Context: an optimization exercise on an open-source flow, tuned for small area and a short achievable clock period. The choices shown serve that exercise and are no tape-out recipe. In this exercise RTL edits were held to simulation tests only and were not proved equivalent to the original. Power and IR drop assume default switching activity.

**flow/config.mk**
```make
export PLATFORM = sky130hd
export DESIGN_NAME = datapathAndControl
export DESIGN_NICKNAME = datapathAndControl
export VERILOG_FILES = /design/flow/design.v
export SDC_FILE = /design/flow/constraint.sdc
export NUM_CORES = 4
export LEC_CHECK = 0
export CAP_MARGIN = 20
export CORE_MARGIN = 2
export CORE_UTILIZATION = 40
export SLEW_MARGIN = 20
```
**flow/design.v**
```verilog
`timescale 1ns / 1ps
module ALU(
    input [15:0] valueBits11to8,
    input [15:0] valueBits15to12,
    input [2:0] ALUOp,
    output reg [15:0] dataOut
    );
    always @(*)
        case(ALUOp)
            3'b000: dataOut = valueBits11to8 + valueBits15to12;
            3'b001: dataOut = valueBits11to8 - valueBits15to12;
            3'b010: dataOut = valueBits11to8 & valueBits15to12;
            3'b011: dataOut = valueBits11to8 | valueBits15to12;
            3'b100: dataOut = valueBits11to8 ^ valueBits15to12;
            3'b101: dataOut = valueBits11to8 << valueBits15to12;         
            3'b110: dataOut = valueBits11to8 >> valueBits15to12;         
            3'b111: dataOut = $signed(valueBits11to8) >>> valueBits15to12;        
            default: dataOut = valueBits11to8 + 0;
        endcase
endmodule
`timescale 1ns / 1ps
module PC(
    input clk,
    input rst,               
    input reset,             
    input [15:0] PCin,
    output reg [15:0] PCout
    );
    always @(posedge clk) begin
        if (rst)
            PCout <= 16'h0000;
        else if (reset)
            PCout <= 16'h0040;
        else
            PCout <= PCin;
    end
endmodule
`timescale 1ns / 1ps
module branchUnit(
    input [3:0] controlSignals,
    input [15:0] PCin,
    input [15:0] valueBits11to8,
    input [15:0] valueBits15to12,
    output reg [15:0] PCout
    );
    always @(*)
        begin
            PCout = PCin + 1;        
            case(controlSignals)
                4'b0000:         
                    begin
                        if (valueBits11to8 == 0)
                            PCout = valueBits15to12;
                    end
                4'b0001:         
                    begin
                        PCout = 0;
                    end
                4'b0010:         
                    begin
                        if ($signed(valueBits11to8) < 0)
                            PCout = valueBits15to12;
                    end
                4'b0100:         
                    begin
                        if ($signed(valueBits11to8) >= 0)
                            PCout = valueBits15to12;
                    end
                default:         
                    PCout = PCin + 1;
            endcase
        end
endmodule
`timescale 1ns / 1ps
module controlUnit(
    input [3:0] opcode,
    output reg [3:0] branchUnitSignals,
    output reg shiftUnit,
    output reg dataMemoryFlag,
    output reg [2:0] ALUOp,
    output reg [1:0] mainSelect,
    output reg resetFlag
    );
    always @(*)
    case(opcode)
        4'b0000:     
            begin
                branchUnitSignals = 4'b1000;
                shiftUnit = 1'bx;
                dataMemoryFlag = 1'b1;
                ALUOp = 3'bxxx;
                mainSelect = 2'b00;
                resetFlag = 1'b0;
            end
        4'b0001:     
            begin
                branchUnitSignals = 4'b1000;
                shiftUnit = 1'bx;
                dataMemoryFlag = 1'b0;
                ALUOp = 3'bxxx;
                mainSelect = 2'b00;
                resetFlag = 1'b0;
            end
        4'b0010:     
            begin
                branchUnitSignals = 4'b1000;
                shiftUnit = 1'b1;
                dataMemoryFlag = 1'b0;
                ALUOp = 3'bxxx;
                mainSelect = 2'b01;
                resetFlag = 1'b0;
            end
        4'b0011:     
            begin
                branchUnitSignals = 4'b1000;
                shiftUnit = 1'b0;
                dataMemoryFlag = 1'b0;
                ALUOp = 3'bxxx;
                mainSelect = 2'b01;
                resetFlag = 1'b0;
            end
        4'b0100:     
            begin
                branchUnitSignals = 4'b1000;
                shiftUnit = 1'bx;
                dataMemoryFlag = 1'b0;
                ALUOp = 3'b000;
                mainSelect = 2'b10;
                resetFlag = 1'b0;
            end
        4'b0101:     
            begin
                branchUnitSignals = 4'b1000;
                shiftUnit = 1'bx;
                dataMemoryFlag = 1'b0;
                ALUOp = 3'b001;
                mainSelect = 2'b10;
                resetFlag = 1'b0;
            end
        4'b0110:     
            begin
                branchUnitSignals = 4'b1000;
                shiftUnit = 1'bx;
                dataMemoryFlag = 1'b0;
                ALUOp = 3'b010;
                mainSelect = 2'b10;
                resetFlag = 1'b0;
            end
        4'b0111:     
            begin
                branchUnitSignals = 4'b1000;
                shiftUnit = 1'bx;
                dataMemoryFlag = 1'b0;
                ALUOp = 3'b011;
                mainSelect = 2'b10;
                resetFlag = 1'b0;
            end
        4'b1000:     
            begin
                branchUnitSignals = 4'b1000;
                shiftUnit = 1'bx;
                dataMemoryFlag = 1'b0;
                ALUOp = 3'b100;
                mainSelect = 2'b10;
                resetFlag = 1'b0;
            end
        4'b1001:     
            begin
                branchUnitSignals = 4'b1000;
                shiftUnit = 1'bx;
                dataMemoryFlag = 1'b0;
                ALUOp = 3'b101;
                mainSelect = 2'b10;
                resetFlag = 1'b0;
            end
        4'b1010:    
            begin
                branchUnitSignals = 4'b1000;
                shiftUnit = 1'bx;
                dataMemoryFlag = 1'b0;
                ALUOp = 3'b110;
                mainSelect = 2'b10;
                resetFlag = 1'b0;
            end
        4'b1011:     
            begin
                branchUnitSignals = 4'b1000;
                shiftUnit = 1'bx;
                dataMemoryFlag = 1'b0;
                ALUOp = 3'b111;
                mainSelect = 2'b10;
                resetFlag = 1'b0;
            end
        4'b1100:     
            begin
                branchUnitSignals = 4'b0000;
                shiftUnit = 1'bx;
                dataMemoryFlag = 1'b0;
                ALUOp = 3'bxxx;
                mainSelect = 2'bxx;
                resetFlag = 1'b0;
            end
        4'b1101:     
            begin
                branchUnitSignals = 4'b0010;
                shiftUnit = 1'bx;
                dataMemoryFlag = 1'b0;
                ALUOp = 3'bxxx;
                mainSelect = 2'bxx;
                resetFlag = 1'b0;
            end
        4'b1110:     
            begin
                branchUnitSignals = 4'b0100;
                shiftUnit = 1'bx;
                dataMemoryFlag = 1'b0;
                ALUOp = 3'bxxx;
                mainSelect = 2'bxx;
                resetFlag = 1'b0;
            end
        4'b1111:     
            begin
                branchUnitSignals = 4'b0001;
                shiftUnit = 1'bx;
                dataMemoryFlag = 1'b0;
                ALUOp = 3'bxxx;
                mainSelect = 2'bxx;
                resetFlag = 1'b1;
            end
    endcase
endmodule
`timescale 1ns / 1ps
module mainSelect(
    input [15:0] shiftUnitValue,
    input [15:0] dataMemoryValue,
    input [15:0] ALUValue,
    input [1:0] selectSignal,
    output reg [15:0] valueOut
    );
    always @(*)
        case(selectSignal)
            2'b00:   
                valueOut = dataMemoryValue;
            2'b01:   
                valueOut = shiftUnitValue;
            default:   
                valueOut = ALUValue;
        endcase
endmodule
`timescale 1ns / 1ps
module registerFile(
    input clk,
    input reset,
    input [15:0] instruction,            
    input [15:0] selectedValue,          
    output reg [15:0] valueBits11to8,       
    output reg [15:0] valueBits15to12
    );
    reg [15:0] registers [1:15];         
    wire [3:0] op;
    wire [3:0] bits7to4;
    wire [3:0] bits11to8;
    wire [3:0] bits15to12;
    assign op = instruction[3:0];
    assign bits7to4 = instruction[7:4];
    assign bits11to8 = instruction[11:8];
    assign bits15to12 = instruction[15:12];
    integer i;
    always @(posedge clk)
        begin
            if (reset)       
                begin
                    for (i = 1; i < 16; i = i + 1)
                        registers[i] <= 16'b0;
                end
            else begin
                if (op >= 4'b0010 && op <= 4'b1011)      
                    begin
                        if (bits7to4 != 4'b0000)
                            registers[bits7to4] <= selectedValue;
                    end
                else if (op == 4'b0001)                              
                        begin                                   
                            if (bits15to12 != 4'b0000)
                                registers[bits15to12] <= selectedValue;
                        end
                    end                                              
            end
        always @(*)
            begin
                if (bits11to8 == 4'b0000)
                    valueBits11to8 = 16'b0;
                else
                    valueBits11to8 = registers[bits11to8];
                if (bits15to12 == 4'b0000)
                    valueBits15to12 = 16'b0;
                else
                    valueBits15to12 = registers[bits15to12];
            end
endmodule
`timescale 1ns / 1ps
module shiftUnit(
    input [3:0] bits11to8,
    input [3:0] bits15to12,
    input shiftFlag,
    output reg [15:0] dataOut
    );
    wire [7:0] immValue;
    assign immValue = {bits15to12, bits11to8};
    always @(*)
        begin
            if (shiftFlag)
                dataOut = {immValue, 8'b0};
            else 
                dataOut = {8'b0, immValue};
        end
endmodule
`timescale 1ns / 1ps
module datapathAndControl(
    input reset,
    input clk,
    output [15:0] imem_addr,
    input [15:0] imem_data,
    output [15:0] dmem_addr,
    output [15:0] dmem_wdata,
    output dmem_we,
    input [15:0] dmem_rdata
    );
    wire [15:0] instruction;
    wire [3:0] ctrlToBranchSig;
    wire ctrlToShiftSig;
    wire ctrlToDMSig;
    wire [2:0] ctrlToALUSig;
    wire [1:0] ctrlToMainSelectSig;
    wire ctrlToRegReset;
    wire [15:0] branchToPCIn;
    wire [15:0] PCToInsMemOut;
    wire [15:0] PCToBranchOut;
    wire [15:0] rFOutValBit11to8;
    wire [15:0] rFOutValBit15to12;
    wire [15:0] shiftToMSelect;
    wire [15:0] dMToShiftSelect;
    wire [15:0] ALUToShiftSelect;
    wire [15:0] mSelectToRegFile;
    PC PC(.clk(clk), .rst(reset), .reset(ctrlToRegReset), .PCin(branchToPCIn), .PCout(PCToBranchOut));
    controlUnit controlUnit(.opcode(instruction[3:0]), .branchUnitSignals(ctrlToBranchSig), .shiftUnit(ctrlToShiftSig), .dataMemoryFlag(ctrlToDMSig), 
        .ALUOp(ctrlToALUSig), .mainSelect(ctrlToMainSelectSig), .resetFlag(ctrlToRegReset));
    registerFile registerFile(.clk(clk), .reset(reset | ctrlToRegReset), .instruction(instruction), .selectedValue(mSelectToRegFile), .valueBits11to8(rFOutValBit11to8), 
        .valueBits15to12(rFOutValBit15to12));
    branchUnit branchUnit (.controlSignals(ctrlToBranchSig), .PCin(PCToBranchOut), .valueBits11to8(rFOutValBit11to8), .valueBits15to12(rFOutValBit15to12),
        .PCout(branchToPCIn));
    shiftUnit shiftUnit (.bits11to8(instruction[11:8]), .bits15to12(instruction[15:12]), .shiftFlag(ctrlToShiftSig), .dataOut(shiftToMSelect));
    ALU ALU (.valueBits11to8(rFOutValBit11to8), .valueBits15to12(rFOutValBit15to12), .ALUOp(ctrlToALUSig), .dataOut(ALUToShiftSelect));
    mainSelect mainSelect (.shiftUnitValue(shiftToMSelect), .dataMemoryValue(dMToShiftSelect), .ALUValue(ALUToShiftSelect), .selectSignal(ctrlToMainSelectSig), 
        .valueOut(mSelectToRegFile));
    assign instruction = imem_data;
    assign imem_addr = PCToBranchOut;
    assign dmem_addr = rFOutValBit15to12;
    assign dmem_wdata = rFOutValBit11to8;
    assign dmem_we = ctrlToDMSig;
    assign dMToShiftSelect = dmem_rdata;
endmodule
```
**flow/constraint.sdc**
```tcl
create_clock -name core_clock -period 6.0 [get_ports {clk}]
set_input_delay 1.2000 -clock core_clock [delete_from_list [all_inputs] [get_ports {clk}]]
set_output_delay 1.2000 -clock core_clock [all_outputs]
set_load 0.01 [all_outputs]
```
**flow/run.sh**
```bash
#!/bin/bash
# synth_recipe.tcl (not shown) runs the flow's synth.tcl, then flattens the netlist and writes it again
# the make line also repeats each setting of config.mk as NAME=value (left out here)
make -C /OpenROAD-flow-scripts/flow DESIGN_CONFIG=/design/flow/config.mk WORK_HOME=/design/flow/orfs CLKGATE_MAP_FILE= SYNTH_SCRIPT=/design/flow/synth_recipe.tcl finish
```
==> notes.md, run 1 <==
GRT Overall Usage 0.285; routability congestion estimate 1.00; Clock Skew 0.0142 ns; Num CTS Buffers 30; worst-path cell with the longest stage delay o221ai_2; Max VDD drop approximately 0.22 mV; Arr. time, crit path roughly 6.0 ns; Synth Instances about 1700; Clk pin slew, worst setup/hold paths approximately 0.06 ns; Buf/Inv on CP 5; global route total overflow 0; warnings from Yosys 7; pin count of the biggest net entering global routing 42; final setup vio count 0; # diodes 0; DR iter-0 viols 1644; CP max stage delay 0.71 ns; Setup WS pre-CTS -0.120 ns; crit path cell chain clkdlybuf4s50_1 -> inv_1 -> buf_4 -> nor2_1 -> o31ai_4 -> buf_4 -> buf_4 -> mux2i_1 -> mux2i_1 -> a21bo_1 -> a221oi_1 -> o21ai_1 -> o221ai_2 -> nor2_1; Initial Utilization 0.407; core area around 44000 µm²; post-synthesis average cell area 10.7 µm²; CTS tree yes; layout cells sized above 1 0.207; outcome finished clean; Tcrit/Tclk final 0.948; width of the die 217 µm; number of global-route vias before repair between 15000 and 20000; total number of H-tree levels 1; Die Height 217 µm; Layout Area Growth over Synthesis 17.5%; DRT antenna net count 0; RSZ-0062 raised after global routing no; FMAX 176 MHz; max-cap violations 0; IO Pins 83; Crit path max-delay family compound AO/OA/AOI/OAI gates; Cell Rows 77; DR WL/cell about 28 µm; Lkg Pwr about 8.0 nW; clock sink count about 260; postcts setup bufs 0; final wirelength 67400 µm; # placed instances 2386; post_cts resized 0; post-synth cell types 94; CP required 6.28 ns; Pwr Total 5.73 mW; most used cell, CP buf_4; slew margin rel. 0.252; post-route setup TNS 0 ns; Worst Hold Class flop to flop; Worst Hold Launch PC.PCout[15]; Hold-fix buffers, CTS 0; fillers 4072; Post-DP HPWL 51100 µm; PwrDens 269 nW/µm²; Fin Hold WS 0.677 ns; Final Non-Filler Cells approximately 2400; Post-synth top flop edfxtp_1; Skew-Pair Late Insertion Delay 0.56 ns; most frequent cells in the layout nor2_1, edfxtp_1, buf_4; Final Hold Vio Count 0; number of port buffers 82; post-layout net count 1915; detailed-route DRC error count 0; Post-synth EDFFs around 240; drt pass-1 iters 5; first-pass GRT wire length 100000 µm; Worst Max-Slew Pin Slew 1.12 ns; Area after DPL 20300 µm²; Yosys reg bits 259; startpoint types primary input; routed vias 15360; Post-Syn Area 18100 µm²; asr flop ratio synth 0; initial antenna violation count 2; DR vias/cell about 6.3; DIE AREA about 47000 µm²; crit path from imem_data[15]; CP Capture Type flop; Finished Core Util 0.479; most common library cell in the layout ignoring fill and taps nor2_1; register area share after synthesis 0.421; Final Max Tran Viols 0; Critical Path Fanout Max 26; WS Path Type primary input to flop; Bufs on Longest Clock Path 3; worst reg-to-reg setup slack 0.96 ns; CTS root buf clkbuf_16; min Tclk post-route 5.69 ns; r2r startpoint registerFile.registers[14][1]; minimum setup slack in the final design ~0.31 ns; Finished Cell Area approximately 21000 µm²
-- area by class of cell --
| type | count | area [µm²] | share of cell area |
|---|---|---|---|
| multi-input combinational | 1246 | 9650 | 0.454 |
| inverter | 51 | 196 | 0.00924 |
| clock inverter | 17 | 136 | 0.00642 |
| sequential | 259 | 7620 | 0.358 |
| timing repair buffer | 238 | 2100 | 0.0990 |
| clock buffer | 39 | 806 | 0.0379 |
| tap | 592 | 741 | 0.0348 |
-- cells in the mapped netlist (7+ instances only) --
master    count  area (µm²)
nor2_1      346        1300
edfxtp_1    243        7300
mux4_2       90        2030
nand2_1      88         330
mux2i_1      72         721
clkbuf_1     62         233
ha_1         54         676
mux2_2       49         552
a21oi_1      48         240
inv_1        44         165
o21ai_0      39         195
a22oi_1      37         278
buf_2        35         175
a221oi_1     28         245
xnor2_1      28         245
nand3_1      25         125
o31ai_1      24         180
nor3_1       23         115
nand2b_1     21         131
o22ai_1      20         125
o211ai_1     19         143
nor2b_1      18         113
dfxtp_1      16         320
a22o_1       14         123
buf_6        14         158
xor2_1       14         123
buf_4        13        97.6
nor4_1       12        75.1
mux2_1        9         101
nand4_1       9        56.3
or3_1         9        56.3
and3_1        8        50.1
buf_1         8        30.0
o21a_1        8        60.1
o21ai_1       8        40.0
a211oi_1      7        52.6
-- worst reg2reg max path, stage by stage (launching register included) --
cell      delay, ns
edfxtp_1       0.39
mux4_2         0.50
mux2_2         0.31
a211o_2        0.42
inv_4          0.08
ha_1           0.23
a21o_1         0.19
fa_1           0.43
nand2b_1       0.16
a21boi_0       0.28
o21ai_0        0.25
a211o_1        0.32
a21boi_0       0.25
o211ai_1       0.17
nand2_1        0.11
mux2i_1        0.23
o221ai_2       0.35
nor2_1         0.23
-- layer usage --
metal | vias to the layer above | part of all wire | track usage
li1 | 6637 | - | -
met1 | 7779 | 0.40 | 0.377
met2 | 790 | 0.48 | 0.476
met3 | 152 | 0.076 | 0.0401
met4 | 2 | 0.043 | 0.110
met5 | - | 0.00021 | 0
-- path summary, 6_finish.rpt --
path	cells after the start	to
setup / recovery	14	registerFile.registers[5][12]
hold / removal	4	PC.PCout[15]
hold reg to reg	4	PC.PCout[15]
setup reg to reg	17	registerFile.registers[5][12]
-- cells by family (layout without fill, tap and decap cells) --
| kind of cell | after synthesis | in the layout | share of synthesized area |
|---|---|---|---|
| AO/OA/AOI/OAI | 328 | 328 | 0.135 |
| XOR/XNOR | 43 | 43 | 0.0212 |
| adder cells (fa/ha/maj) | 55 | 55 | 0.0385 |
| buffers and inverters | 183 | 345 | 0.0491 |
| flip-flops | 259 | 259 | 0.421 |
| multiplexers | 220 | 220 | 0.188 |
| other | 1 | 3 | 0.000207 |
| AND/OR/NAND/NOR | 597 | 597 | 0.147 |
-- state kept, by name, summed over array words and instances, names as in the netlist --
name                    flops
PC.PCout                   16
registerFile.registers    243
-- power breakdown --
group / switching (mW) / internal (mW)
combinational: 1.13 / 0.703
sequential: 0.0507 / 2.08
clock: 0.738 / 1.03
total: 1.92 / 3.81
==> inputs of run 2 (changes only) <==
==> flow/design.v (replaced) <==
`timescale 1ns / 1ps
module ALU(
    input [15:0] A,
    input [15:0] B,
    input sub,
    output [15:0] sum
    );
    assign sum = A + (B ^ {16{sub}}) + {15'b0, sub};
endmodule
`timescale 1ns / 1ps
module PC(
    input clk,
    input rst,
    input stop,
    input [15:0] PCin,
    output reg [15:0] PCout
    );
    always @(posedge clk)
        if (rst)
            PCout <= 16'h0000;
        else if (stop)
            PCout <= 16'h0040;
        else
            PCout <= PCin;
endmodule
`timescale 1ns / 1ps
module branchUnit(
    input [3:0] op,
    input [15:0] pc,
    input [15:0] A,
    input [15:0] B,
    output [15:0] npc
    );
    wire taken = (op == 4'hC && A == 16'h0000) |
                 (op == 4'hD && A[15]) |
                 (op == 4'hE && !A[15]);
    assign npc = taken ? B : pc + 16'd1;
endmodule
`timescale 1ns / 1ps
module controlUnit(
    input reset,
    input [3:0] op,
    input [3:0] rd,
    input [3:0] rb,
    output clear,
    output wen,
    output [3:0] waddr,
    output store
    );
    wire is_load = (op == 4'h1);
    wire writes_rd = (op >= 4'h2) && (op <= 4'hB);
    assign waddr = is_load ? rb : rd;
    assign wen   = is_load | writes_rd;
    assign clear = reset | (op == 4'hF);
    assign store = (op == 4'h0);
endmodule
`timescale 1ns / 1ps
module mainSelect(
    input [3:0] op,
    input [7:0] imm,
    input [15:0] A,
    input [15:0] B,
    input [15:0] rdata,
    output reg [15:0] result
    );
    wire [15:0] sum, sh;
    ALU ALU(.A(A), .B(B), .sub(op[0]), .sum(sum));
    shiftUnit shiftUnit(.A(A), .B(B), .left(op == 4'h9), .arith(op == 4'hB), .dataOut(sh));
    always @(*)
        case (op)
            4'h1: result = rdata;
            4'h2: result = {imm, 8'h00};
            4'h3: result = {8'h00, imm};
            4'h4, 4'h5: result = sum;
            4'h6: result = A & B;
            4'h7: result = A | B;
            4'h8: result = A ^ B;
            4'h9, 4'hA, 4'hB: result = sh;
            default: result = sum;
        endcase
endmodule
`timescale 1ns / 1ps
module registerFile(
    input clk,
    input clear,
    input wen,
    input [3:0] waddr,
    input [15:0] wdata,
    input [3:0] ra,
    input [3:0] rb,
    output [15:0] A,
    output [15:0] B
    );
    wire [15:0] d = wdata & {16{~clear}};
    wire [16*16-1:0] flat;
    assign flat[15:0] = 16'h0000;
    genvar g;
    generate
        for (g = 1; g < 16; g = g + 1) begin : r
            reg [15:0] q;
            wire en = clear | (wen && waddr == g);
            always @(posedge clk)
                if (en)
                    q <= d;
            assign flat[16*g +: 16] = q;
        end
    endgenerate
    assign A = flat[16*ra +: 16];
    assign B = flat[16*rb +: 16];
endmodule
`timescale 1ns / 1ps
module shiftUnit(
    input [15:0] A,
    input [15:0] B,
    input left,
    input arith,
    output [15:0] dataOut
    );
    function [15:0] rev(input [15:0] x);
        integer k;
        for (k = 0; k < 16; k = k + 1) rev[k] = x[15 - k];
    endfunction
    wire fill = arith & A[15];
    wire big = |B[15:4];
    wire [15:0] x = left ? rev(A) : A;
    wire [31:0] ext = {{16{fill}}, x};
    wire [15:0] s = big ? {16{fill}} : (ext >> B[3:0]);
    assign dataOut = left ? rev(s) : s;
endmodule
`timescale 1ns / 1ps
module datapathAndControl(
    input reset,
    input clk,
    output [15:0] imem_addr,
    input [15:0] imem_data,
    output [15:0] dmem_addr,
    output [15:0] dmem_wdata,
    output dmem_we,
    input [15:0] dmem_rdata
    );
    wire [3:0] op = imem_data[3:0];
    wire [3:0] rd = imem_data[7:4];
    wire [3:0] ra = imem_data[11:8];
    wire [3:0] rb = imem_data[15:12];
    wire [15:0] A, B, result, pc, npc;
    wire        clear, wen;
    wire [3:0]  waddr;
    controlUnit controlUnit(.reset(reset), .op(op), .rd(rd), .rb(rb),
        .clear(clear), .wen(wen), .waddr(waddr), .store(dmem_we));
    registerFile registerFile(.clk(clk), .clear(clear), .wen(wen), .waddr(waddr),
        .wdata(result), .ra(ra), .rb(rb), .A(A), .B(B));
    mainSelect mainSelect(.op(op), .imm(imem_data[15:8]), .A(A), .B(B),
        .rdata(dmem_rdata), .result(result));
    branchUnit branchUnit(.op(op), .pc(pc), .A(A), .B(B), .npc(npc));
    PC PC(.clk(clk), .rst(reset), .stop(op == 4'hF), .PCin(npc), .PCout(pc));
    assign imem_addr  = pc;
    assign dmem_addr  = B;
    assign dmem_wdata = A;
endmodule
--- a/flow/config.mk
+++ b/flow/config.mk
@@ -8,4 +8,6 @@
 export CAP_MARGIN = 20
 export CORE_MARGIN = 2
 export CORE_UTILIZATION = 40
+export SETUP_SLACK_MARGIN = 2.5
 export SLEW_MARGIN = 20
+export TNS_END_PERCENT = 100
==> run 2 against run 1 <==
  * Maximum frequency rose by 31%
  * Sequential share of layout area fell by 3.1 points
  * Power increased by 22%
  * Critical endpoint is now registerFile.r[12].q[14]
==> notes.md, run 2 <==
outcome finished clean; post-synth cell types 76 (-19%); post-route setup TNS 0 ns (unchanged); Final Hold Vio Count 0 (unchanged); number of global-route vias before repair 13011 (-14%); most common library cell in the layout ignoring fill and taps edfxtp_1; CP max stage delay 0.52 ns (-0.19 ns); Largest register FFs 240 (-1.2%); mux contribution to synthesized area 0.213 (+0.0254); max-cap violations 0 (unchanged); global route total overflow 0 (unchanged); fillers 3112 (-24%); largest family of logic cells by synthesized area multiplexers; register area share after synthesis 0.472 (+0.0507); worst reg-to-reg setup slack 2.14 ns (+1.18 ns); Clk pin slew, worst setup/hold paths 0.07 ns (about the same); DRT antenna net count 0 (unchanged); slew margin rel. 0.246 (-0.00545); Tcrit/Tclk final 0.726 (-0.222); most frequent cells in the layout edfxtp_1, buf_4, buf_6; Worst Max-Slew Pin Slew 1.13 ns (+0.00996 ns); routability congestion estimate 1.03 (+2.3%); Clock Skew 0.0135 ns (-0.000723 ns); post-synthesis xor/xnor area fraction 0.0236 (+0.00237); Skew-Pair Late Insertion Delay 0.58 ns (+0.02 ns); Post-Syn Area 16000 µm² (-12%); DIE AREA 41500 µm² (-12%); Bufs on Longest Clock Path 3 (unchanged); Lkg Pwr 8.76 nW (+8.9%); RSZ-0062 raised after global routing yes; post-layout net count 1638 (-14%); final wirelength 62700 µm (-6.9%); Arr. time, crit path 4.80 ns (-1.17 ns); final setup vio count 0 (unchanged); most used cell, CP a21oi_2; asr flop ratio synth 0 (unchanged); crit path cell chain buf_16 -> buf_6 -> mux4_2 -> a22oi_2 -> o31a_1 -> buf_6 -> xnor2_4 -> fa_2 -> a21oi_2 -> o21ai_2 -> a21oi_2 -> o21ai_2 -> a41oi_2 -> a21oi_2 -> a31oi_1 -> xnor2_1 -> a21oi_2 -> o22ai_4 -> buf_12; largest reg by FF count registerFile.r.q; Post-synth top flop edfxtp_1; initial antenna violation count 0 (-2); CP required 6.44 ns (+0.16 ns); Setup WS pre-CTS 0.354 ns (+0.474 ns); Layout Area Growth over Synthesis 44.3%; top-count cell post-synth edfxtp_1; total number of H-tree levels 1 (unchanged); CTS root buf clkbuf_16; routed vias 13439 (-13%); Yosys reg bits 256 (-1.2%); minimum setup slack in the final design 1.64 ns (+1.33 ns); Synth Instances 1235 (-27%); DR vias/cell 6.40 (+1.7%); post-synthesis compound-gate area fraction 0.135 (+0.000246); area leader, netlist edfxtp_1; Initial Utilization 0.403 (-0.00383); CP Capture Type flop; r2r startpoint registerFile.r[14].q[1]; Cell Rows 73 (-5.2%); core area 39500 µm² (-11%); pin count of the biggest net entering global routing 31 (-26%); warnings from Yosys 4 (-3); WS Path Type primary input to flop; Synth top cells by count edfxtp_1, mux4_2, nand2_1; top cell type's share of synthesized area 0.452 (+0.0483); Reg2Reg Depth 17 (unchanged); first-pass GRT wire length 89500 µm (-11%); IO Pins 83 (unchanged); post-synthesis average cell area 12.9 µm² (+20%); clock sink count 256 (-1.2%); Worst Hold Launch PC.PCout[0]; Post-Synth Simple-Gate Area 0.0777 (-0.0690); drt pass-1 iters 6 (+1); detailed-route DRC error count 0 (unchanged); Critical Path Fanout Max 8 (-69%); Worst Hold Class flop to flop; # diodes 0 (unchanged); Final Max Tran Viols 0 (unchanged); Post-Synth Adder-Cell Area 0.0389 (+0.000435); hold path endpoint PC.PCout[0]; Hold Path Stages 1 (-3); DR iter-0 viols 1519 (-7.6%); FMAX 230 MHz (+31%); Post-DP HPWL 39800 µm (-22%); number of port buffers 82 (unchanged); Num CTS Buffers 27 (-10%); reg-to-reg endpoint registerFile.r[12].q[14]; Post-synth EDFFs 240 (-1.2%); Max VDD drop 0.294 mV (+34%); registers with the most flip-flops registerFile.r.q x240, PC.PCout x16; worst-path cell with the longest stage delay mux4_2; width of the die 204 µm (-6.0%); Hold-fix buffers, CTS 0 (unchanged); PwrDens 304 nW/µm² (+13%); CTS tree yes; Die Height 204 µm (-6.0%); startpoint types primary input; DR WL/cell 29.9 µm (+8.2%); GRT Overall Usage 0.297 (+0.0121); min Tclk post-route 4.36 ns (-1.33 ns); top cells by area, synth edfxtp_1, mux4_2, mux2i_1; layout cells sized above 1 0.487 (+0.280)
-- run 2: cell count changes in the layout (fill, tap and decap cells not counted), moves of 22 or more --
| cell | before | now |
|---|---|---|
| a22oi_1 | 37 | 11 |
| nor2_1 | 346 | 61 |
| nand2_1 | 88 | 60 |
| o21ai_0 | 39 | 17 |
| clkdlybuf4s50_1 | 78 | 39 |
| mux2_2 | 49 | 20 |
| buf_6 | 0 | 98 |
| a21oi_1 | 48 | 15 |
-- run 2: final cells by class --
| type | count | area [µm²] | area share |
|---|---|---|---|
| Tap cell | 525 | 657 | 0.0285 |
| Clock buffer | 30 | 687 | 0.0298 |
| Clock inverter | 19 | 138 | 0.00598 |
| Timing Repair Buffer | 380 | 4290 | 0.187 |
| Sequential cell | 256 | 7530 | 0.327 |
| Inverter | 42 | 188 | 0.00815 |
| Multi-Input combinational cell | 848 | 9530 | 0.414 |
-- run 2: cell families (layout without fill, tap and decap cells) --
| kind of cell | count (synthesis) | after routing |
|---|---|---|
| adders and majority gates | 49 | 49 |
| muxes | 213 | 213 |
| and+or+nand+nor | 257 | 257 |
| DFF | 256 | 256 |
| AOI/OAI and AO/OA | 285 | 286 |
| buffers and inverters | 132 | 471 |
| xor gates and xnor gates | 43 | 43 |
-- run 2: stage by stage --
| step | hold WS (ns) | util | power, mW | area [µm²] | instances |
|---|---|---|---|---|---|
| after floorplan | 0.530 | - | 3.81 | 16600 | 1235 |
| after global placement | 0.536 | 0.463 | 4.55 | 18300 | 1857 |
| after detailed placement | 0.548 | 0.463 | 4.57 | 18300 | 1857 |
| after CTS | 0.560 | 0.561 | 6.78 | 22200 | 2064 |
| after global routing | 0.573 | 0.582 | 7.23 | 23000 | 2100 |
| final | 0.561 | 0.582 | 6.99 | 23000 | 2100 |
-- run 2: where the power goes --
part	switching, mW	internal (mW)
logic	1.53	1.37
registers	0.155	2.35
clock network	0.715	0.869
total	2.40	4.59
-- run 2: worst max-delay path by stage --
stage,from,to,slack [ns],depth (start not counted)
finish,imem_data[12],registerFile.r[12].q[14],1.64,19
global route,imem_data[12],registerFile.r[2].q[14],1.54,19
CTS,imem_data[12],registerFile.r[9].q[15],1.73,16
detailed placement,imem_data[12],registerFile.r[11].q[3],0.35,13
global placement,imem_data[9],registerFile.r[12].q[15],0.34,17
floorplan,imem_data[12],registerFile.r[10].q[14],0.97,21
-- run 2: repair_timing --
action	4_1_cts	5_1_grt
buffers inserted	134	32
cloned	24	4
pin swaps	67	55
gates resized for setup	461	121
endpoints found under the setup margin	374	513
-- run 2: worst max-delay path: cells and delay by family --
| kind | cells | cell delay, ns |
|---|---|---|
| compound gates | 11 | 1.92 |
| xor+xnor | 2 | 0.23 |
| fa+ha+maj | 1 | 0.38 |
| buf+inv | 4 | 0.55 |
| mux | 1 | 0.52 |
-- run 2: layer usage --
| metal | global-route usage | part of all wire | vias up |
|---|---|---|---|
| li1 | - | - | 5647 |
| met1 | 0.415 | 0.41 | 6821 |
| met2 | 0.468 | 0.46 | 784 |
| met3 | 0.0390 | 0.080 | 187 |
| met4 | 0.126 | 0.053 | 0 |
| met5 | 0 | 0 | - |
==> inputs of run 3 (changes only) <==
--- a/flow/config.mk
+++ b/flow/config.mk
@@ -8,6 +8,6 @@
 export CAP_MARGIN = 20
 export CORE_MARGIN = 2
 export CORE_UTILIZATION = 40
-export SETUP_SLACK_MARGIN = 2.5
+export SETUP_SLACK_MARGIN = 2.0
 export SLEW_MARGIN = 20
 export TNS_END_PERCENT = 100
==> run 3 against run 2 <==
  * Still clean
  * Cell count grew 1.6%
  * Die area is the same
  * Clock power grew 21%
  * Cell area grew 1.5%
  * Core utilization grew 0.87 points
  * Via count grew 2.3%
  * Maximum frequency shrank 1.3%
  * Area after synthesis is the same
  * Global-route usage grew 0.088 points
==> notes.md, run 3 <==
FMAX 226 MHz (-1.3%); detailed-route DRC error count 0 (unchanged); Clk pin slew, worst setup/hold paths 0.06 ns (about the same); Layout Area Growth over Synthesis 46.5%; Switching Share 0.335 (-0.00798); Synth top cells by count edfxtp_1, mux4_2, nand2_1; CTS tree yes; clock sink count 256 (unchanged); DR vias/cell 6.44 (+0.65%); DR iter-0 viols 1422 (-6.4%); Cell Rows 73 (unchanged); asr flop ratio synth 0 (unchanged); largest reg by FF count registerFile.r.q; combinational cell fraction of total power 0.402 (-0.013); min Tclk post-route 4.42 ns (+0.0592 ns); core area 39500 µm² (unchanged); area leader, netlist edfxtp_1; drt pass-1 iters 7 (+1); CP max stage delay 0.56 ns (+0.04 ns); registers with the most flip-flops registerFile.r.q x240, PC.PCout x16; Largest register FFs 240 (unchanged); Post-DP HPWL 39200 µm (-1.6%); routed vias 13745 (+2.3%); Clock Skew 0.0269 ns (+0.0134 ns); Num CTS Buffers 29 (+7.4%); Post-Syn Area 16000 µm² (unchanged); DIE AREA 41500 µm² (unchanged); Initial Utilization 0.403 (unchanged); # diodes 0 (unchanged); width of the die 204 µm (unchanged); Bufs on Longest Clock Path 3 (unchanged); Yosys reg bits 256 (unchanged); Post-synth top flop edfxtp_1; top cell type's share of synthesized area 0.452 (unchanged); Tcrit/Tclk final 0.736 (+0.00987); DR WL/cell 30.2 µm (+1.0%); top cells by area, synth edfxtp_1, mux4_2, mux2i_1; Finished Core Util 0.591 (+0.00867); CTS root buf clkbuf_16; post-layout net count 1669 (+1.9%); r2r startpoint registerFile.r[6].q[0]; first-pass GRT wire length 90200 µm (+0.79%); number of global-route vias before repair 13451 (+3.4%); WS Path Type primary input to flop; Hold-fix buffers, CTS 0 (unchanged); PwrDens 317 nW/µm² (+4.5%); most common library cell in the layout ignoring fill and taps edfxtp_1; post-route setup TNS 0 ns (unchanged); Critical Path Fanout Max 8 (unchanged); post-synthesis average cell area 12.9 µm² (unchanged); final wirelength 64400 µm (+2.6%); most frequent cells in the layout edfxtp_1, buf_4, mux4_2; register area share after synthesis 0.472 (unchanged); outcome finished clean; # placed instances 1857 (unchanged); Arr. time, crit path 4.75 ns (-0.05 ns); Max VDD drop 0.260 mV (-12%); Lkg Pwr 8.98 nW (+2.5%); hold path endpoint PC.PCout[0]; Die Height 204 µm (unchanged); Final Hold Vio Count 0 (unchanged); Clock power frac 0.257 (+0.030); top-count cell post-synth edfxtp_1; Worst Max-Slew Pin Slew 0.855 ns (-0.270 ns); GRT Overall Usage 0.298 (+0.000879); Sequential Power Share 0.341 (-0.018); Worst Hold Launch PC.PCout[0]; final setup vio count 0 (unchanged); DRT antenna net count 0 (unchanged); crit path cell chain buf_16 -> buf_16 -> buf_4 -> buf_16 -> mux2i_2 -> a221oi_2 -> buf_4 -> mux4_2 -> mux4_2 -> buf_6 -> mux2_4 -> a32oi_4 -> a221oi_2 -> o21ai_2 -> nor3_4 -> buf_4 -> buf_8; post-synth cell types 76 (unchanged); initial antenna violation count 1 (+1); layout cells sized above 1 0.484 (-0.00283); pin count of the biggest net entering global routing 31 (unchanged); warnings from Yosys 4 (unchanged); CP required 6.34 ns (-0.10 ns); slew margin rel. 0.427 (+0.181); Synth Instances 1235 (unchanged); worst-path cell with the longest stage delay mux4_2; P_sw 2.49 mW (+3.6%); fillers 2952 (-5.1%); startpoint types primary input; Final Max Tran Viols 0 (unchanged); routability congestion estimate 0.961 (-6.5%); IO Pins 83 (unchanged); Pwr Total 7.42 mW (+6.1%); Worst Hold Class flop to flop; Pint 4.93 mW (+7.3%); max-cap violations 0 (unchanged); Skew-Pair Late Insertion Delay 0.59 ns (about the same); RSZ-0062 raised after global routing yes; total number of H-tree levels 1 (unchanged); reg-to-reg endpoint registerFile.r[5].q[15]; Reg2Reg Depth 15 (-2); worst reg-to-reg setup slack 2.07 ns (-0.07 ns); Hold Path Stages 1 (unchanged); CP Capture Type flop; global route total overflow 0 (unchanged); Post-synth EDFFs 240 (unchanged); number of port buffers 82 (unchanged); Final Non-Filler Cells 2134 (+1.6%)
==> run 3: changes by cell type in the layout (fill, tap and decap cells not counted), sizes merged, moves of 2 or more <==
cell	previous run	this run
clkdlybuf4s50	39	41
dlymetal6s2s	1	3
buf	328	343
inv	38	40
dlygate4sd2	1	6
clkinv	18	13
bufinv	1	6
clkbuf	36	42
==> run 3: worst max-delay path, delay by kind of cell <==
family | cells | cell delay [ns]
AO/OA/AOI/OAI | 4 | 0.62
multiplexers | 4 | 1.62
buffers and inverters | 8 | 1.19
AND/OR/NAND/NOR | 1 | 0.08
==> run 3: metrics by stage <==
step	area [µm²]	setup WS, ns	hold WS (ns)
after CTS	22300	1.68	0.564
after global routing	23400	1.55	0.579
after global placement	18100	0.249	0.555
final	23400	1.58	0.561
after floorplan	16200	0.969	0.530
after detailed placement	18100	0.221	0.557
==> run 3: kinds of logic (layout without fill, tap and decap cells) <==
logic type | count (synthesis) | after routing | synth area share
compound gates | 285 | 286 | 0.135
xor+xnor | 43 | 43 | 0.0236
fa+ha+maj | 49 | 49 | 0.0389
buf+inv | 132 | 505 | 0.0392
flops | 256 | 256 | 0.472
mux | 213 | 213 | 0.213
simple gates | 257 | 257 | 0.0777
==> run 3: how the worst max path moves through the flow <==
stage / startpoint / end / slack, ns / cells past startpoint
floorplan: imem_data[12] / registerFile.r[10].q[14] / 0.97 / 21
global placement: imem_data[9] / registerFile.r[4].q[14] / 0.25 / 18
detailed placement: imem_data[9] / registerFile.r[6].q[14] / 0.22 / 18
CTS: imem_data[9] / registerFile.r[9].q[11] / 1.68 / 14
global route: imem_data[9] / registerFile.r[5].q[15] / 1.55 / 17
finish: imem_data[9] / registerFile.r[5].q[15] / 1.58 / 17
==> run 3: repair_timing <==
item | CTS | global route
resized for setup | 403 | 146
pin swaps | 69 | 64
buffers inserted | 137 | 63
gates cloned | 20 | 3
setup endpoints to repair | 273 | 270
==> run 3: layout make-up <==
| type | count | area, µm² | area share |
|---|---|---|---|
| timing repair buffer | 409 | 4510 | 0.193 |
| inverter | 42 | 189 | 0.00809 |
| multi-input combinational | 848 | 9450 | 0.405 |
| clock buffer | 32 | 737 | 0.0315 |
| clock inverter | 22 | 287 | 0.0123 |
| tap | 525 | 657 | 0.0281 |
| sequential | 256 | 7530 | 0.322 |
==> run 3: metal layers <==
metal  vias up  GRT usage  share of wire
li1       5707          -              -
met1      6898      0.370           0.36
met2       877      0.484           0.47
met3       261     0.0671          0.096
met4         2      0.164          0.067
met5         -          0        0.00019
==> run 3: power by group through the flow <==
stage / registers [mW] / logic (mW) / clock network (mW)
floorplan: 2.48 / 1.27 / 0
global placement: 2.52 / 1.99 / 0
detailed placement: 2.53 / 2.00 / 0
CTS: 2.50 / 2.66 / 1.93
global route: 2.55 / 3.09 / 2.00
finish: 2.53 / 2.98 / 1.91
==> inputs of run 4 (changes only) <==
--- a/flow/config.mk
+++ b/flow/config.mk
@@ -8,6 +8,4 @@
 export CAP_MARGIN = 20
 export CORE_MARGIN = 2
 export CORE_UTILIZATION = 40
-export SETUP_SLACK_MARGIN = 2.0
 export SLEW_MARGIN = 20
-export TNS_END_PERCENT = 100
==> run 4 against run 3 <==
  * Still clean
  * Non-clock buffer count fell by 220
  * Synthesized cell count did not move
  * Setup slack got worse by 1.0 ns
  * Critical path depth fell by 10
  * Register-to-register slack got worse by 0.43 ns
  * Via count fell by 11%
  * Clock-buffer cell count rose by 2
  * Sequential share of layout area rose by 7.6 points
  * Die area did not move
  * Cell count fell by 10%
==> notes.md, run 4 <==
outcome finished clean; CP Capture Type output port; Clock Skew 0.0331 ns (+0.00622 ns); Area after DPL 18000 µm² (-0.64%); Num CTS Buffers 28 (-3.4%); area leader, netlist edfxtp_1; Skew-Pair Late Insertion Delay 0.58 ns (about the same); registers with the most flip-flops registerFile.r.q x240, PC.PCout x16; width of the die 204 µm (unchanged); Synth top cells by count edfxtp_1, mux4_2, nand2_1; register area share after synthesis 0.472 (unchanged); Yosys reg bits 256 (unchanged); final wirelength 53800 µm (-16%); Post-synth EDFFs 240 (unchanged); layout cells sized above 1 0.237 (-0.247); top-count cell post-synth edfxtp_1; crit path cell chain clkdlybuf4s50_1 -> nor2b_2 -> a22oi_1 -> o31a_1 -> inv_1 -> buf_4 -> clkdlybuf4s50_1; Finished Cell Area 18900 µm² (-19%); CP required 4.80 ns (-1.54 ns); CTS root buf clkbuf_16; total number of H-tree levels 1 (unchanged); asr flop ratio synth 0 (unchanged); Die Height 204 µm (unchanged); most frequent cells in the layout edfxtp_1, buf_4, mux4_2; Initial Utilization 0.403 (unchanged); post-layout net count 1447 (-13%); Lkg Pwr 7.04 nW (-22%); routed vias 12178 (-11%); FMAX 184 MHz (-19%); Critical Path Fanout Max 15 (+7); DIE AREA 41500 µm² (unchanged); Worst Hold Class flop to flop; post_cts resized 0 (-100%); Hold-fix buffers, CTS 0 (unchanged); area of the multi-input gates 7920 µm² (-16%); detailed-route DRC error count 0 (unchanged); first-pass GRT wire length 79300 µm (-12%); RSZ-0062 raised after global routing no; DR WL/cell 28.2 µm (-6.6%); pin count of the biggest net entering global routing 43 (+39%); GRT Overall Usage 0.259 (-0.0389); most used cell, CP clkdlybuf4s50_1; top cell type's share of synthesized area 0.452 (unchanged); max-cap violations 0 (unchanged); startpoint types primary input; Register Area 7530 µm² (unchanged); PwrDens 327 nW/µm² (+3.1%); largest reg by FF count registerFile.r.q; global route total overflow 0 (unchanged); Finished Core Util 0.478 (-0.113); top cells by area, synth edfxtp_1, mux4_2, mux2i_1; CP max stage delay 0.78 ns (+0.22 ns); Arr. time, crit path 4.23 ns (-0.52 ns); Final Max Tran Viols 0 (unchanged); WS Path Type primary input to output port; Clk pin slew, worst setup/hold paths 0.06 ns (about the same); Layout Area Growth over Synthesis 18.5%; number of port buffers 82 (unchanged); CTS tree yes; min Tclk post-route 5.43 ns (+1.02 ns); Synth Instances 1235 (unchanged); clock sink count 256 (unchanged); post-route setup TNS 0 ns (unchanged); Worst Max-Slew Pin Slew 1.16 ns (+0.308 ns); Largest register FFs 240 (unchanged); final setup vio count 0 (unchanged); number of global-route vias before repair 11729 (-13%); Tcrit/Tclk final 0.906 (+0.170); Post-Syn Area 16000 µm² (unchanged); core area 39500 µm² (unchanged); IO Pins 83 (unchanged); worst-path cell with the longest stage delay nor2b_2; DR vias/cell 6.37 (-1.1%); Post-DP HPWL 38800 µm (-0.83%); postcts setup bufs 0 (-100%); Final Hold Vio Count 0 (unchanged); DR iter-0 viols 1289 (-9.4%); routability congestion estimate 0.995 (+3.5%); warnings from Yosys 4 (unchanged); DRT antenna net count 0 (unchanged); most common library cell in the layout ignoring fill and taps edfxtp_1; Max VDD drop 0.300 mV (+15%); Post-synth top flop edfxtp_1; initial antenna violation count 0 (-1); fillers 3487 (+18%); Cell Rows 73 (unchanged); Bufs on Longest Clock Path 3 (unchanged); slew margin rel. 0.225 (-0.203); post-synth cell types 76 (unchanged); drt pass-1 iters 6 (-1); post-synthesis average cell area 12.9 µm² (unchanged)
run 4: cell counts after synthesis:
Identical to the previous run, type by type.
run 4: per-layer routing:
layer  wire length (µm)  part of all wire  up-vias  track usage
met1              22300              0.41     6174        0.361
met3               4000             0.074      101       0.0288
met5                  0                 0        -            0
li1                   -                 -     5244            -
met2              25700              0.48      659        0.427
met4               1780             0.033        0       0.0785
run 4: cell type report:
class                   count  area share
repair buffers            189      0.0903
well taps                 525      0.0347
flip-flops and latches    256       0.398
clock buffers              34      0.0383
diodes                      1    0.000132
multi-input cells         847       0.419
clock inverters            17      0.0112
inverters                  42     0.00834
run 4: cell families (layout without fill, tap and decap cells):
family                   count (synthesis)  after routing  synth area share
flip-flops                             256            256             0.472
adder cells (fa/ha/maj)                 49             49            0.0389
XOR/XNOR                                43             43            0.0236
other                                    0              1                 0
multiplexers                           213            213             0.213
AND/OR/NAND/NOR                        257            257            0.0777
AO/OA/AOI/OAI                          285            285             0.135
buffers and inverters                  132            282            0.0392
run 4: final timing paths:
kind | depth (start not counted) | end | slack (ns) | from
setup / recovery | 7 | dmem_addr[1] | 0.57 | imem_data[14]
hold / removal | 1 | PC.PCout[0] | 0.57 | PC.PCout[0]
setup reg to reg | 16 | registerFile.r[2].q[14] | 1.64 | registerFile.r[3].q[1]
hold reg to reg | 1 | PC.PCout[0] | 0.57 | PC.PCout[0]
run 4: per-stage QoR:
step	hold slack (ns)	cells	setup WS, ns	power [mW]
floorplan	0.530	1235	0.0583	3.69
global placement	0.560	1859	0.246	4.44
detailed placement	0.560	1859	0.245	4.46
CTS	0.569	1910	0.590	6.20
global route	0.594	1910	0.475	6.45
finish	0.568	1911	0.566	6.19
run 4: worst max-delay path, delay by kind of cell:
| kind | cells | cell delay, ns |
|---|---|---|
| AND/OR/NAND/NOR | 1 | 0.78 |
| buffers and inverters | 4 | 1.90 |
| AO/OA/AOI/OAI | 2 | 0.35 |
run 4: report_power, final:
group	switching, mW	internal [mW]	leakage (nW)
logic	1.13	0.832	3.97
clock network	0.702	1.03	0.454
registers	0.137	2.35	2.62
==> inputs of run 5 (changes only) <==
--- a/flow/design.v
+++ b/flow/design.v
@@ -5,7 +5,42 @@
     input sub,
     output [15:0] sum
     );
-    assign sum = A + (B ^ {16{sub}}) + {15'b0, sub};
+    wire [15:0] b = B ^ {16{sub}};
+    wire [15:0] p0 = A ^ b;
+    wire [15:0] g0 = A & b;
+    wire [15:0] g1, p1, g2, p2, g3, p3, g4;
+    wire [15:0] gi = {g0[15:1], g0[0] | (p0[0] & sub)};
+    genvar i;
+    generate
+        for (i = 0; i < 16; i = i + 1) begin : ks
+            if (i >= 1) begin
+                assign g1[i] = gi[i] | (p0[i] & gi[i-1]);
+                assign p1[i] = p0[i] & p0[i-1];
+            end else begin
+                assign g1[i] = gi[i];
+                assign p1[i] = p0[i];
+            end
+            if (i >= 2) begin
+                assign g2[i] = g1[i] | (p1[i] & g1[i-2]);
+                assign p2[i] = p1[i] & p1[i-2];
+            end else begin
+                assign g2[i] = g1[i];
+                assign p2[i] = p1[i];
+            end
+            if (i >= 4) begin
+                assign g3[i] = g2[i] | (p2[i] & g2[i-4]);
+                assign p3[i] = p2[i] & p2[i-4];
+            end else begin
+                assign g3[i] = g2[i];
+                assign p3[i] = p2[i];
+            end
+            if (i >= 8)
+                assign g4[i] = g3[i] | (p3[i] & g3[i-8]);
+            else
+                assign g4[i] = g3[i];
+        end
+    endgenerate
+    assign sum = p0 ^ {g4[14:0], sub};
 endmodule
 `timescale 1ns / 1ps
 module PC(
@@ -108,23 +143,19 @@
     assign A = flat[16*ra +: 16];
     assign B = flat[16*rb +: 16];
 endmodule
-`timescale 1ns / 1ps
-module shiftUnit(
-    input [15:0] A,
-    input [15:0] B,
-    input left,
-    input arith,
-    output [15:0] dataOut
-    );
+module shiftUnit(input [15:0] A, input [15:0] B, input left, input arith, output [15:0] dataOut);
     function [15:0] rev(input [15:0] x);
         integer k;
         for (k = 0; k < 16; k = k + 1) rev[k] = x[15 - k];
     endfunction
     wire fill = arith & A[15];
     wire big = |B[15:4];
-    wire [15:0] x = left ? rev(A) : A;
-    wire [31:0] ext = {{16{fill}}, x};
-    wire [15:0] s = big ? {16{fill}} : (ext >> B[3:0]);
+    wire [15:0] x0 = left ? rev(A) : A;
+    wire [15:0] x1 = B[3] ? {{8{fill}}, x0[15:8]} : x0;
+    wire [15:0] x2 = B[2] ? {{4{fill}}, x1[15:4]} : x1;
+    wire [15:0] x3 = B[1] ? {{2{fill}}, x2[15:2]} : x2;
+    wire [15:0] x4 = B[0] ? {fill, x3[15:1]} : x3;
+    wire [15:0] s = big ? {16{fill}} : x4;
     assign dataOut = left ? rev(s) : s;
 endmodule
 `timescale 1ns / 1ps
--- a/flow/config.mk
+++ b/flow/config.mk
@@ -8,4 +8,6 @@
 export CAP_MARGIN = 20
 export CORE_MARGIN = 2
 export CORE_UTILIZATION = 40
+export SETUP_SLACK_MARGIN = 2.5
 export SLEW_MARGIN = 20
+export TNS_END_PERCENT = 100
==> run 5 against run 4 <==
  * Die area rose by 0.60%
  * Global-route usage rose by 4.3 points
  * Wire length up 21%
  * Clock skew fell by 0.0012 ns
  * Area after synthesis grew 0.61%
  * Still clean
  * Highest routed layer unchanged
  * Synthesized cell count increased by 4.6%
  * Largest power group is now combinational cells
  * Sequential share of layout area fell by 8.4 points
==> notes.md, run 5 <==
top-count cell post-synth edfxtp_1; Worst Hold Class flop to flop; number of global-route vias before repair 13759 (+17%); Clock power frac 0.224 (-0.056); registers with the most flip-flops registerFile.r.q x240, PC.PCout x16; Fin Hold WS 0.534 ns (-0.0342 ns); Tcrit/Tclk final 0.757 (-0.148); Clock Skew 0.0319 ns (-0.00124 ns); Initial Utilization 0.405 (+0.00153); Post-DP HPWL 41300 µm (+6.5%); most frequent cells in the layout edfxtp_1, buf_4, buf_6; core area 39600 µm² (+0.23%); combinational cell fraction of total power 0.429 (+0.111); Buf/Inv on CP 3 (-1); largest reg by FF count registerFile.r.q; worst-path cell with the longest stage delay mux4_2; Die Height 204 µm (+0.30%); Clk pin slew, worst setup/hold paths 0.06 ns (about the same); crit path cell chain buf_16 -> mux4_2 -> a22oi_2 -> o41a_1 -> buf_6 -> xnor2_4 -> fa_2 -> a21o_1 -> a21oi_4 -> o21bai_1 -> a21oi_2 -> o21bai_4 -> a2111oi_4 -> nor4_2 -> o41ai_2 -> a21oi_2 -> buf_12; reg-to-reg endpoint registerFile.r[9].q[14]; Cell Rows 73 (unchanged); warnings from Yosys 4 (unchanged); layout cells sized above 1 0.528 (+0.291); P_sw 2.44 mW (+24%); Worst Hold Launch PC.PCout[0]; number of port buffers 82 (unchanged); IO Pins 83 (unchanged); Num CTS Buffers 27 (-3.6%); Worst Max-Slew Pin Slew 0.943 ns (-0.220 ns); Lkg Pwr 9.02 nW (+28%); Crit path max-delay family compound AO/OA/AOI/OAI gates; total number of H-tree levels 1 (unchanged); Largest register FFs 240 (unchanged); r2r startpoint registerFile.r[11].q[1]; worst reg-to-reg setup slack 1.89 ns (+0.25 ns); post-route setup TNS 0 ns (unchanged); Synth Instances 1292 (+4.6%); global route total overflow 0 (unchanged); most common library cell in the layout ignoring fill and taps edfxtp_1; detailed-route DRC error count 0 (unchanged); asr flop ratio synth 0 (unchanged); DR iter-0 viols 1735 (+35%); hold path endpoint PC.PCout[0]; most used cell, CP a21oi_2; CTS root buf clkbuf_16; Layout Area Growth over Synthesis 49.4%; DIE AREA 41700 µm² (+0.60%); post-synth cell types 76 (unchanged); register area share after synthesis 0.469 (-0.00287); GRT Overall Usage 0.302 (+0.0429); Bufs on Longest Clock Path 3 (unchanged); post-layout net count 1730 (+20%); Post-synth top flop edfxtp_1; drt pass-1 iters 6 (unchanged); first-pass GRT wire length 92600 µm (+17%); clock sink count 256 (unchanged); routed vias 14281 (+17%); Final Hold Vio Count 0 (unchanged); Arr. time, crit path 4.85 ns (+0.62 ns); FMAX 220 MHz (+20%); Hold Path Stages 1 (unchanged); max-cap violations 0 (unchanged); DR vias/cell 6.51 (+2.2%); Switching Share 0.347 (+0.0278); pin count of the biggest net entering global routing 31 (-28%); final wirelength 65000 µm (+21%); width of the die 204 µm (+0.30%); post-synthesis average cell area 12.4 µm² (-3.8%); Post-synth EDFFs 240 (unchanged); CP Capture Type flop; Reg2Reg Depth 16 (unchanged); outcome finished clean; DR WL/cell 29.6 µm (+5.2%); Post-Syn Area 16000 µm² (+0.61%); top cell type's share of synthesized area 0.449 (-0.00275); Synth top cells by count edfxtp_1, mux2_2, mux4_2; slew margin rel. 0.367 (+0.142); Final Max Tran Viols 0 (unchanged); WS Path Type primary input to flop; CTS tree yes; min Tclk post-route 4.54 ns (-0.890 ns); Sequential Power Share 0.347 (-0.055); Max VDD drop 0.221 mV (-26%); Yosys reg bits 256 (unchanged); Critical Path Fanout Max 15 (unchanged); area leader, netlist edfxtp_1; Pint 4.60 mW (+9.1%); routability congestion estimate 1.02 (+2.5%); Skew-Pair Late Insertion Delay 0.57 ns (about the same); RSZ-0062 raised after global routing yes; startpoint types primary input; CP max stage delay 0.54 ns (-0.24 ns); DRT antenna net count 0 (unchanged); CP required 6.31 ns (+1.51 ns); PwrDens 294 nW/µm² (-10%); initial antenna violation count 1 (+1); final setup vio count 0 (unchanged); top cells by area, synth edfxtp_1, mux4_2, mux2_2
## run 5: cell count changes after synthesis, sizes merged, moves of 17 or more
| cell | change |
|---|---|
| mux2 | +61 |
| a221oi | -34 |
| a21oi | +17 |
| mux2i | -52 |
| nand2 | -36 |
| mux4 | -18 |
| o22ai | +22 |
## run 5: stage by stage
| step | setup slack, ns | std cells | util | area (µm²) | total power [mW] |
|---|---|---|---|---|---|
| CTS | 1.54 | 2126 | 0.576 | 22800 | 6.72 |
| floorplan | 0.857 | 1292 | - | 17000 | 3.76 |
| detailed placement | 0.361 | 1904 | 0.467 | 18500 | 4.48 |
| global route | 1.37 | 2191 | 0.605 | 24000 | 7.26 |
| finish | 1.46 | 2193 | 0.605 | 24000 | 7.04 |
| global placement | 0.401 | 1904 | 0.467 | 18500 | 4.46 |
## run 5: final cells by class
cell class / instances / area, µm²
Clock buffer: 33 / 698
Multi-Input combinational cell: 899 / 10000
Tap cell: 525 / 657
Fill cell: 3002 / 15700
Sequential cell: 256 / 7530
Timing Repair Buffer: 421 / 4680
Antenna cell: 2 / 5.00
Clock inverter: 15 / 110
Inverter: 42 / 263
## run 5: power by group through the flow
stage / Combinational, mW / Sequential [mW] / Clock (mW)
6_report: 3.02 / 2.44 / 1.58
5_1_grt: 3.12 / 2.47 / 1.67
4_1_cts: 2.69 / 2.43 / 1.60
3_5_place_dp: 2.01 / 2.47 / 0
3_3_place_gp: 2.00 / 2.46 / 0
2_1_floorplan: 1.34 / 2.42 / 0
## run 5: per-layer routing
layer | part of all wire | track usage | vias up
met5 | 0 | 0 | -
met4 | 0.054 | 0.137 | 0
met3 | 0.10 | 0.0595 | 230
met2 | 0.45 | 0.472 | 945
met1 | 0.39 | 0.408 | 7165
li1 | - | - | 5941
## run 5: cells by family (layout without fill, tap and decap cells)
family / count (synthesis) / count (layout) / share of synthesized area
DFF: 256 / 256 / 0.469
buffers and inverters: 137 / 511 / 0.0391
xor gates and xnor gates: 39 / 39 / 0.0213
AOI/OAI and AO/OA: 346 / 346 / 0.154
other: 0 / 2 / 0
and+or+nand+nor: 261 / 261 / 0.0821
adders and majority gates: 49 / 49 / 0.0387
muxes: 204 / 204 / 0.196
## run 5: how the worst max path moves through the flow
stage                       start                       end  slack (ns)  cells after the start
floorplan           imem_data[12]  registerFile.r[10].q[14]        0.86                     19
global placement    imem_data[12]  registerFile.r[10].q[13]        0.40                     12
detailed placement   imem_data[9]   registerFile.r[9].q[14]        0.36                     17
CTS                 imem_data[15]             dmem_addr[15]        1.54                      6
global route        imem_data[12]  registerFile.r[13].q[14]        1.37                     17
finish              imem_data[12]   registerFile.r[9].q[14]        1.46                     17
## run 5: repair_timing
action	in CTS	in global routing
buffers inserted	155	61
resized for setup	503	147
cloned	19	4
hold buffers	0	0
endpoints found under the setup margin	481	344
pin swaps	78	58
==> inputs of run 6 (changes only) <==
--- a/flow/config.mk
+++ b/flow/config.mk
@@ -8,6 +8,6 @@
 export CAP_MARGIN = 20
 export CORE_MARGIN = 2
 export CORE_UTILIZATION = 40
-export SETUP_SLACK_MARGIN = 2.5
+export SETUP_SLACK_MARGIN = 1.5
 export SLEW_MARGIN = 20
 export TNS_END_PERCENT = 100
==> run 6 against run 5 <==
  * Maximum frequency fell by 1.0%
  * Combinational power fell by 22%
  * Setup slack got worse by 0.047 ns
  * Critical endpoint is now registerFile.r[13].q[13]
  * Wire length fell by 8.3%
  * Area after synthesis did not move
==> notes.md, run 6 <==
warnings from Yosys 4 (unchanged); Worst Hold Launch PC.PCout[0]; Crit path max-delay family compound AO/OA/AOI/OAI gates; Tcrit/Tclk final 0.765 (+0.00787); post-layout net count 1587 (-8.3%); DR vias/cell 6.47 (-0.64%); Final Hold Vio Count 0 (unchanged); layout cells sized above 1 0.380 (-0.148); core area 39600 µm² (unchanged); Buf/Inv on CP 4 (+1); CP required 6.41 ns (+0.10 ns); area leader, netlist edfxtp_1; post-synth cell types 76 (unchanged); IO Pins 83 (unchanged); max-cap violations 0 (unchanged); FMAX 218 MHz (-1.0%); first-pass GRT wire length 85900 µm (-7.3%); min Tclk post-route 4.59 ns (+0.0472 ns); total number of H-tree levels 1 (unchanged); top cell type's share of synthesized area 0.449 (unchanged); number of port buffers 82 (unchanged); r2r startpoint registerFile.r[12].q[0]; Post-synth top flop edfxtp_1; crit path cell chain buf_16 -> buf_12 -> buf_6 -> mux4_2 -> a22oi_2 -> o31ai_4 -> xor2_1 -> ha_1 -> a21o_1 -> a21o_1 -> a21o_1 -> a21o_1 -> nand3_1 -> nand2_1 -> a41o_2 -> a221o_1 -> a21oi_4 -> buf_12; outcome finished clean; Largest register FFs 240 (unchanged); Initial Utilization 0.405 (unchanged); most used cell, CP a21o_1; post-synthesis average cell area 12.4 µm² (unchanged); minimum setup slack in the final design 1.41 ns (-0.0472 ns); DRT antenna net count 0 (unchanged); CTS tree yes; Critical Path Fanout Max 15 (unchanged); slew margin rel. 0.332 (-0.0349); reg-to-reg endpoint registerFile.r[9].q[14]; Area after DPL 18400 µm² (-0.66%); Hold-fix buffers, CTS 0 (unchanged); width of the die 204 µm (unchanged); clock sink count 256 (unchanged); Lkg Pwr 7.76 nW (-14%); Post-DP HPWL 42500 µm (+2.7%); RSZ-0062 raised after global routing yes; Skew-Pair Late Insertion Delay 0.58 ns (about the same); Bufs on Longest Clock Path 3 (unchanged); Post-Syn Area 16000 µm² (unchanged); most frequent cells in the layout edfxtp_1, buf_4, mux2_2; Hold Path Stages 1 (unchanged); drt pass-1 iters 6 (unchanged); CP Capture Type flop; detailed-route DRC error count 0 (unchanged); Max VDD drop 0.214 mV (-3.1%); DR WL/cell 29.1 µm (-1.9%); pin count of the biggest net entering global routing 31 (unchanged); Die Height 204 µm (unchanged); Final Max Tran Viols 0 (unchanged); final wirelength 59600 µm (-8.3%); DR iter-0 viols 1596 (-8.0%); Setup WS pre-CTS 0.168 ns (-0.194 ns); WS Path Type primary input to flop; Arr. time, crit path 5.00 ns (+0.15 ns); Num CTS Buffers 27 (unchanged); routability congestion estimate 0.998 (-2.1%); DIE AREA 41700 µm² (unchanged); Worst Hold Class flop to flop; register area share after synthesis 0.469 (unchanged); CP max stage delay 0.56 ns (+0.02 ns); Synth top cells by count edfxtp_1, mux2_2, mux4_2; GRT Overall Usage 0.281 (-0.0213); global route total overflow 0 (unchanged); Reg2Reg Depth 16 (unchanged); worst reg-to-reg setup slack 1.89 ns (about the same); worst-path cell with the longest stage delay mux4_2; Clock Skew 0.0356 ns (+0.00371 ns); initial antenna violation count 0 (-1); most common library cell in the layout ignoring fill and taps edfxtp_1; Finished Cell Area 20800 µm² (-13%); Layout Area Growth over Synthesis 29.9%; Post-synth EDFFs 240 (unchanged); top-count cell post-synth edfxtp_1; Cell Rows 73 (unchanged); asr flop ratio synth 0 (unchanged); fillers 3340 (+11%); final setup vio count 0 (unchanged); Clk pin slew, worst setup/hold paths 0.09 ns (+0.03 ns); startpoint types primary input; number of global-route vias before repair 12628 (-8.2%); Finished Core Util 0.526 (-0.0791); Yosys reg bits 256 (unchanged); Synth Instances 1292 (unchanged); registers with the most flip-flops registerFile.r.q x240, PC.PCout x16; routed vias 13265 (-7.1%); Worst Max-Slew Pin Slew 0.996 ns (+0.0533 ns); top cells by area, synth edfxtp_1, mux4_2, mux2_2; CTS root buf clkbuf_16; hold path endpoint PC.PCout[0]; post-route setup TNS 0 ns (unchanged); largest reg by FF count registerFile.r.q; # diodes 0 (-2); PwrDens 311 nW/µm² (+5.8%)
run 6: cell counts after synthesis:
No cell type changed its count.
run 6: final cells by class:
| cell class | instances | area (µm²) | share of cell area |
|---|---|---|---|
| inverters | 42 | 181 | 0.00870 |
| clock inverters | 21 | 198 | 0.00948 |
| flip-flops and latches | 256 | 7530 | 0.361 |
| clock buffers | 29 | 683 | 0.0328 |
| well taps | 525 | 657 | 0.0315 |
| repair buffers | 277 | 2810 | 0.135 |
| multi-input cells | 900 | 8800 | 0.422 |
run 6: kinds of logic (layout without fill, tap and decap cells):
family | after synthesis | after routing | synth area share
flip-flops | 256 | 256 | 0.469
AND/OR/NAND/NOR | 261 | 261 | 0.0821
multiplexers | 204 | 204 | 0.196
buffers and inverters | 137 | 369 | 0.0391
AO/OA/AOI/OAI | 346 | 347 | 0.154
adder cells (fa/ha/maj) | 49 | 49 | 0.0387
XOR/XNOR | 39 | 39 | 0.0213
run 6: what timing repair did:
item,in CTS,in global routing
pin swaps,15,26
cloned,4,3
gates resized for setup,137,72
buffers inserted,33,26
endpoints found under the setup margin,257,239
run 6: how the worst max path moves through the flow:
stage	startpoint	to	depth (start not counted)
finish	imem_data[12]	registerFile.r[13].q[13]	18
floorplan	imem_data[12]	registerFile.r[10].q[14]	19
global placement	imem_data[12]	registerFile.r[15].q[14]	16
CTS	imem_data[12]	registerFile.r[2].q[14]	18
detailed placement	imem_data[12]	registerFile.r[9].q[14]	16
global route	imem_data[12]	registerFile.r[9].q[14]	17
run 6: metal layers:
layer / wire length [µm] / vias up / global-route usage
met1: 23500 / 6672 / 0.377
met2: 27700 / 788 / 0.457
met5: 0 / - / 0
met3: 5710 / 141 / 0.0430
li1: - / 5664 / -
met4: 2710 / 0 / 0.115
run 6: where the power goes:
group	switching [mW]	internal [mW]	total, mW
clock network	0.727	0.959	1.69
registers	0.135	2.30	2.44
logic	1.32	1.03	2.35
run 6: through the flow:
step	hold WS, ns	cells	total power, mW
2_1_floorplan	0.530	1292	3.65
3_3_place_gp	0.505	1934	4.47
3_5_place_dp	0.506	1934	4.46
4_1_cts	0.518	2021	6.34
5_1_grt	0.552	2050	6.72
6_report	0.524	2050	6.48

port drivers added, routing unchanged:
Ports are ideal in the flow. The routed layouts listed here were re-timed in OpenROAD. Step 1 sets driving cells, clkbuf_16 on the clock port and buf_2 on the other inputs (assumed; they add their load-dependent delay and slew). Step 2 adds t to the input delays and takes it off the output delays; t is the mean of the earliest and latest rising clock arrival at the registers after step 1. Input paths then give back, and output paths get back, about the clock's delay inside the block. Slacks: ideal / step 1 / step 2; pairs: ideal / step 1.
run	t, ns	slack for setup (ns)	worst data-port slew with drivers (ns)	cell pins on the clock port's net
run 1	0.611	0.311 / 0.341 / -0.270	0.06	1
run 2	0.629	1.643 / 1.409 / 0.781	0.31	1
run 3	0.630	1.584 / 1.391 / 0.761	0.33	1
run 4	0.623	0.566 / 0.545 / 0.178	0.06	1
run 5	0.613	1.456 / 1.253 / 0.640	0.33	1
run 6	0.620	1.409 / 1.241 / 0.621	0.23	1
Met with ideal ports but missed after step 2: setup timing in run 1. The setup slack of run 2, which loses most, moves by -0.234 ns with the drivers and by -0.862 ns with both steps.
